Context: an optimization exercise on an open-source flow, tuned for small area. The choices shown serve that exercise and are no tape-out recipe.
Only simulation tests tie the RTL to the original design; equivalence was not proved.
Power and IR drop assume default switching activity. No driver is modelled on the clock port, so clocking that relies on it looks cheaper here than on a real chip.

== sierra ==
// cache_system_2way
module cache_system_2way (
    input             clk,
    input             rst,
    input      [10:0] addr,
    input             read,
    input      [31:0] mem_rdata,
    output     [31:0] read_data,
    output reg        l1_hit,
    output reg        l2_hit
);
    wire [2:0] tg2 = addr[10:8];     
    wire       b   = addr[7];        
    wire [2:0] s   = addr[6:4];      
    wire [3:0] i2  = addr[7:4];      
    reg [7:0]  m1, f1;               
    reg [15:0] m2, f2;               
    reg [95:0] pp;                   
    reg [2:0] t2 [0:31];             
    reg [15:0] lb;                   
    reg [15:0] lw;                   
    reg [15:0] lo;                   
    reg [2:0] ot [0:7];              
    wire m1s = m1[s];
    wire f1s = f1[s];
    wire m2s = m2[i2];
    wire f2s = f2[i2];
    wire [11:0] pg = pp[s*12 +: 12];
    wire [2:0]  og = pg[2:0] ^ pg[5:3] ^ pg[8:6] ^ pg[11:9] ^ 3'd4;
    wire [2:0] t2_0 = t2[{s, b, 1'b0}];
    wire [2:0] t2_1 = t2[{s, b, 1'b1}];
    wire tm0 = (t2_0 == tg2);
    wire tm1 = (t2_1 == tg2);
    wire h2_0 = f2s & tm0;
    wire h2_1 = (f2s | m2s) & tm1;
    wire hit2 = h2_0 | h2_1;
    wire otm = (ot[s] == tg2);
    wire lb0 = lb[{s, 1'b0}], lb1 = lb[{s, 1'b1}];
    wire lw0 = lw[{s, 1'b0}], lw1 = lw[{s, 1'b1}];
    wire lo0 = lo[{s, 1'b0}], lo1 = lo[{s, 1'b1}];
    wire h1_0 = f1s & (lb0 == b) & (lo0 ? otm : (lw0 ? tm1 : tm0));
    wire h1_1 = (f1s | m1s) & (lb1 == b) & (lo1 ? otm : (lw1 ? tm1 : tm0));
    wire hit1 = h1_0 | h1_1;
    wire v1 = ~m1s;                  
    wire v2 = ~m2s;                  
    wire u  = m1s;                   
    wire lo_h = h1_1 ? lo1 : lo0;
    wire lw_h = h1_1 ? lw1 : lw0;
    wire [2:0] slot_l1 = lo_h ? og : pg[{b, lw_h} * 3 +: 3];
    wire [2:0] slot_l2 = pg[{b, h2_1} * 3 +: 3];
    wire [2:0] slot_v  = pg[{b, v2} * 3 +: 3];
    wire lb_u = u ? lb1 : lb0;
    wire lw_u = u ? lw1 : lw0;
    wire lo_u = u ? lo1 : lo0;
    wire keep = (f1s | m1s) & ~lo_u & (lb_u == b) & (lw_u == v2);
    wire miss1 = read & ~hit1;
    wire miss2 = miss1 & ~hit2;
    wire [2:0] slot_w = keep ? og : slot_v;      
  ...
clock: 10.0 ns
lec_check: 0
cap_margin: 0
core_margin: 2
core_utilization: 80
slew_margin: 0
standard.sh (not shown) runs the stock make flow with config.mk's settings and CLKGATE_MAP_FILE= SYNTH_SCRIPT=/design/flow/synth_recipe.tcl, a recipe that flattens the netlist after the stock synthesis.
==> flow/flow/run.sh <==
#!/bin/bash
# Own layout flow: the standard flow (standard.sh) with
#  * an area-oriented ABC script in the standard synthesis (flow/area.abc;
#    Yosys's abc command is wrapped so that only its -script argument changes,
#    registers are mapped by dfflibmap before ABC exactly as in standard.sh synth),
#  * clock tree options: no dummy loads, chosen clock buffers and clustering,
#  * a small buffer cell for the port buffers.
# Each tool's output goes to a log file in the work folder (make.log, and
# ORFS's per-step logs under orfs/logs/).
set -euo pipefail
W=$PWD
{
  echo "proc abc {args} {"
  echo "  set i [lsearch -exact \$args -script]"
  echo "  if {\$i >= 0} { lset args [expr {\$i + 1}] {$W/flow/area.abc} }"
  echo "  yosys abc {*}\$args"
  echo "}"
  cat "$W/synth_recipe.tcl"
} > "$W/flow_synth.tcl"

CTS="-sink_clustering_enable -repair_clock_nets -dont_use_dummy_load"
CTS="$CTS $(cat "$W/flow/cts_args.txt")"

bash "$W/standard.sh" \
  "SYNTH_SCRIPT=$W/flow_synth.tcl" \
  "CTS_ARGS=$CTS" \
  "BUFFER_PORTS_ARGS=-buffer_cell sky130_fd_sc_hd__buf_1" \
  "${FLOW_TARGET:-finish}" > "$W/make.log" 2>&1
==> flow/flow/area.abc <==
&get -n
&st
&syn2
&dch
&nf -R 1000 -p -F 8 -A 8
&put
topo
==> flow/flow/cts_args.txt <==
-sink_clustering_size 30 -sink_clustering_max_diameter 100 -buf_list {sky130_fd_sc_hd__clkbuf_16}
The inputs of nickel differ from those of sierra as listed below.
Settings: CORE_UTILIZATION now 72, was 80.
==> flow/flow/cts_args.txt <==
-sink_clustering_size 25 -sink_clustering_max_diameter 90 -buf_list {sky130_fd_sc_hd__clkbuf_16}
Findings:
- Every stage of the flow completed for nickel, and the final layout passed the timing, DRC and antenna checks.
- Summary — number of clock buffer instances in the layout, nickel relative to sierra: higher, by 15.
- In terms of area share of buffers outside the clock network, nickel and sierra differ only marginally.
- nickel vs sierra — number of cells on the critical path dropped 5.
- The number of antenna violations at the first check in global routing in nickel sits 3 above the value recorded for sierra.
- Re number of rows in the core area: sierra was lower than nickel.
[inputs] amber vs nickel
Settings: a change of CORE_UTILIZATION from 72 to 80.
Notes after the runs:
amber ended with every stage complete and zero timing, DRC or antenna violations.
A critical path capture point of g_grp[6].g_slot[0].q[3] is what amber shows, while g_grp[6].g_slot[2].q[22] belongs to nickel.
On latest clock arrival within the worst-skew pair, amber and nickel are basically level.
nickel tops out at a higher clock frequency than amber.
Relative to nickel, the worst vdd rail ir drop measured on amber has decreased by a few percent.

==> separate check: timing with driven ports <==
How much do the figures lean on ideal ports? The routed layouts below were timed once more, with nothing changed but the port constraints.
Step 1, drivers: a clkbuf_16 drives clk and a buf_2 each remaining input, both assumed.
Step 2, shift: input delay + t, output delay - t, t = (earliest + latest rising clock arrival at the registers) / 2. This alone moves slack from input paths to output paths.
a / b / c = no drivers / after step 1 / after step 2; a / b = the first two.
run	t, ns	setup WS [ns]	worst register clock-pin slew, ns	pins driven straight from the clock port
sierra	0.738	1.503 / 1.545 / 0.807	0.12 / 0.12	1
nickel	0.702	2.162 / 2.207 / 1.506	0.10 / 0.10	1
amber	0.720	1.534 / 1.577 / 0.857	0.10 / 0.10	1
After both steps setup and hold are still met in every run listed. The setup slack of sierra, which loses most, moves by +0.042 ns with the drivers and by -0.696 ns with both steps.
